This is an optimization exercise on Yosys and OpenROAD, whose aim is small area, a short achievable clock period and few clock cycles, not a production implementation.
The flow treats the clock pin as an ideal source. Dropping or thinning the clock tree relies on that and would not hold on a real chip.
Power and IR drop assume default switching activity.

## try-raven
## lab7
module lab7(X,Y,z,clk,reset,start,done);
input [15:0]X;
input [15:0]Y;
output [47:0]z;
input clk,reset;
input start;
output reg done;
reg [15:0] a;
reg [15:0] b;
always @(posedge clk)
begin
	if (start)
	begin
		a <= X;
		b <= Y;
	end
	done <= start & ~reset;
end
genvar i, j;
generate
	for (i = 0; i < 4; i = i + 1) begin : row
		for (j = 0; j < 4; j = j + 1) begin : col
			wire a0 = a[4*i+0], a1 = a[4*i+1], a2 = a[4*i+2], a3 = a[4*i+3];
			wire b0 = b[j], b1 = b[4+j], b2 = b[8+j], b3 = b[12+j];
			wire u    = ~(a0 & b0 & a1 & b1);
			wire v    = ~(a2 & b2 & a3 & b3);
			wire no01 = ~((a0 & b0) | (a1 & b1));
			wire no23 = ~((a2 & b2) | (a3 & b3));
			wire x01  = ~no01 & u;
			wire x23  = ~no23 & v;
			wire w    = ~((no01 | no23) & u & v);
			assign z[3*(4*i+j)+0] = x01 ^ x23;
			assign z[3*(4*i+j)+1] = (u | v) & w;
			assign z[3*(4*i+j)+2] = ~(u | v);
		end
	end
endgenerate
endmodule
For scale: ~250 cells after synthesis, about 33 flip-flops, about 84 I/O pins, ~2300 µm² of cells after synthesis.
export LEC_CHECK = 0
export CAP_MARGIN = 20
export CORE_MARGIN = 2
export CORE_UTILIZATION = 40
export CTS_CLUSTER_DIAMETER = 500
export CTS_CLUSTER_SIZE = 40
export SLEW_MARGIN = 20
create_clock -name core_clock -period 4.0 [get_ports {clk}]
standard.sh (not shown) runs the stock make flow with config.mk's settings and CLKGATE_MAP_FILE= SYNTH_SCRIPT=/design/flow/synth_recipe.tcl, a recipe that flattens the netlist after the stock synthesis.
==> flow/flow/run.sh <==
#!/bin/bash
# Standard layout, but with small buffers on the ports instead of the
# delay buffer that buffer_ports picks by default.
set -euo pipefail
export BUFFER_PORTS_ARGS="-buffer_cell sky130_fd_sc_hd__buf_1"
bash standard.sh > standard_flow.log 2>&1
try-raven: done, clean on timing, DRC and antenna
#### Input delta (try-xenon over try-raven)
# try-raven
export LEC_CHECK = 0
export CAP_MARGIN = 20
export CORE_MARGIN = 2
export CORE_UTILIZATION = 40
export CTS_CLUSTER_DIAMETER = 500
export CTS_CLUSTER_SIZE = 40
export SLEW_MARGIN = 20
create_clock -name core_clock -period 4.0 [get_ports {clk}]
# try-xenon
export LEC_CHECK = 0
export CAP_MARGIN = 20
export CORE_MARGIN = 2
export CORE_UTILIZATION = 40
export SETUP_SLACK_MARGIN = 1.0
export SLEW_MARGIN = 20
create_clock -name core_clock -period 4.0 [get_ports {clk}]
Notes after the runs:
- On part of the total power dissipated in the clock network, try-xenon and try-raven are basically level.
- Compared with try-raven, in try-xenon final antenna diode count saw little to no change, global-route met3 utilization saw little to no change, via count normalized by instance count saw little to no change, post-synthesis async set-or-reset flop share saw little to no change.
Relative to try-xenon, the following input files were edited for try-lagoon:
# try-xenon
export LEC_CHECK = 0
export CAP_MARGIN = 20
export CORE_MARGIN = 2
export CORE_UTILIZATION = 40
export SETUP_SLACK_MARGIN = 1.0
export SLEW_MARGIN = 20
create_clock -name core_clock -period 4.0 [get_ports {clk}]
# try-lagoon
export LEC_CHECK = 0
export CAP_MARGIN = 20
export CORE_MARGIN = 2
export CORE_UTILIZATION = 40
export SLEW_MARGIN = 20
create_clock -name core_clock -period 4.0 [get_ports {clk}]
## What came out
try-lagoon -> try-xenon: non-clock inverter count in the final layout delta 0, exact match
Relative area of non-clock buffer cells in the final design: try-lagoon vs try-xenon — no meaningful difference
From try-lagoon to try-xenon, worst hold slack did not move at all.
As far as routed wire length goes, try-xenon and try-lagoon are indistinguishable; the numbers are identical.
On design area, try-xenon tracks try-lagoon almost exactly.
Re growth of design area from synthesis to finish: no difference whatsoever between try-lagoon and try-xenon.
Re synthesized cell count: no difference whatsoever between try-lagoon and try-xenon.
Compared try-xenon against try-lagoon; ratio of final minimum period to clock period within noise.
As far as internal power of the cells goes, try-lagoon and try-xenon are indistinguishable; the numbers are identical.
Diff try-lagoon..try-xenon | non-clock buffer count | unchanged
Combinational power: try-xenon vs try-lagoon — no meaningful difference
What try-indigo does differently from try-lagoon at the input level:
# try-lagoon
export LEC_CHECK = 0
export CAP_MARGIN = 20
export CORE_MARGIN = 2
export CORE_UTILIZATION = 40
export SLEW_MARGIN = 20
create_clock -name core_clock -period 4.0 [get_ports {clk}]
# try-indigo
export LEC_CHECK = 0
export CAP_MARGIN = 20
export CORE_MARGIN = 2
export CORE_UTILIZATION = 40
export SETUP_SLACK_MARGIN = 2.0
export SLEW_MARGIN = 20
create_clock -name core_clock -period 4.0 [get_ports {clk}]
## What came out
- try-indigo falls short of try-lagoon in first-pass GRT wire length.
- Changes observed in try-indigo relative to try-lagoon: detailed-route wire length higher, sequential power lower.
- Between try-lagoon and try-indigo, the cell count went up.
- Any difference in share of the clock period used by the worst path after layout between try-indigo and try-lagoon is small enough to ignore.
Modified inputs, try-violet compared to try-indigo
# try-indigo
export LEC_CHECK = 0
export CAP_MARGIN = 20
export CORE_MARGIN = 2
export CORE_UTILIZATION = 40
export SETUP_SLACK_MARGIN = 2.0
export SLEW_MARGIN = 20
create_clock -name core_clock -period 4.0 [get_ports {clk}]
# try-violet
export LEC_CHECK = 0
export CAP_MARGIN = 20
export CORE_MARGIN = 2
export CORE_UTILIZATION = 40
export SLEW_MARGIN = 20
create_clock -name core_clock -period 4.0 [get_ports {clk}]
==> flow/flow/run.sh <==
#!/bin/bash
# The standard layout (bash standard.sh) with two changes:
#  - the ports get buf_1 buffers instead of the delay buffer buffer_ports picks by default;
#  - the clock tree is a single strong buffer driving every flip-flop (see pre_cts.tcl),
#    instead of TritonCTS's two-level tree.
set -euo pipefail
here="$(pwd)"
export BUFFER_PORTS_ARGS="-buffer_cell sky130_fd_sc_hd__buf_1"
export PRE_CTS_TCL="$here/flow/pre_cts.tcl"
bash standard.sh > "$here/standard_flow.log" 2>&1
==> flow/flow/pre_cts.tcl (new file) <==
# Sourced by ORFS's cts.tcl before clock_tree_synthesis. The design has only a few
# dozen flip-flops, so one strong buffer drives all of them: clk -> buffer -> every
# flip-flop clock pin. This replaces clock_tree_synthesis for this step; the rest of
# cts.tcl (placement legalisation, timing repair) runs as usual.
proc single_buffer_clock { buf_master_name } {
  set block [ord::get_db_block]
  set db [ord::get_db]
  set master [$db findMaster $buf_master_name]
  set clk_net [$block findNet clk]
  set sinks {}
  set sx 0
  set sy 0
  foreach it [$clk_net getITerms] {
    lappend sinks $it
    set bb [[$it getInst] getBBox]
    set sx [expr {$sx + ([$bb xMin] + [$bb xMax]) / 2}]
    set sy [expr {$sy + ([$bb yMin] + [$bb yMax]) / 2}]
  }
  set n [llength $sinks]
  set buf [odb::dbInst_create $block $master clkbuf_root]
  set new_net [odb::dbNet_create $block clknet_root]
  $new_net setSigType CLOCK
  $clk_net setSigType CLOCK
  foreach it $sinks {
    $it disconnect
    $it connect $new_net
  }
  [$buf findITerm A] connect $clk_net
  [$buf findITerm X] connect $new_net
  $buf setLocation [expr {$sx / $n}] [expr {$sy / $n}]
  $buf setPlacementStatus PLACED
  puts "single_buffer_clock: $n clock sinks driven by one $buf_master_name"
}

rename clock_tree_synthesis orfs_clock_tree_synthesis
proc clock_tree_synthesis { args } {
  single_buffer_clock sky130_fd_sc_hd__buf_16
  set_propagated_clock [all_clocks]
}
Findings:
In try-violet the final instance area turned out 31% lower than in try-indigo. Internal cell power for try-violet: about 27% down relative to try-indigo. Critical path depth ends up lower on try-violet. Compared to try-indigo, try-violet has proportion of power drawn by combinational gates 7.5 points lower. Cmp try-violet and try-indigo / met2 layer usage reported by global route / higher: try-indigo.
Function was not checked in any run of this note: the RTL went through the layout flow alone. In try-violet the design's own scripts or RTL, not TritonCTS, make the clock network.

[separate check: timing with driven ports]
No port has a modelled driver above. Below, the same layouts with a new extraction and two added sets of constraints.
Step 1 sets driving cells, clkbuf_16 on the clock port and buf_2 on the other inputs (assumed; they add their load-dependent delay and slew).
Step 2 times the ports against the registers' clock, not the clock port: input delays grow and output delays shrink by t, the midpoint of the rising clock arrivals with the driver on.
Three values: no drivers, after step 1, after step 2; two values: the first two.
run | t (ns) | slack for setup (ns) | clock arrival spread, ns
try-raven | 0.307 | 1.564 / 1.536 / 1.843 | 0.006 / 0.006
try-xenon | 0.307 | 1.564 / 1.536 / 1.843 | 0.006 / 0.006
try-lagoon | 0.307 | 1.564 / 1.536 / 1.843 | 0.006 / 0.006
try-indigo | 0.312 | 1.561 / 1.534 / 1.846 | 0.009 / 0.010
try-violet | 0.189 | 1.649 / 1.606 / 1.795 | 0.016 / 0.016
After both steps every run listed still meets setup and hold.
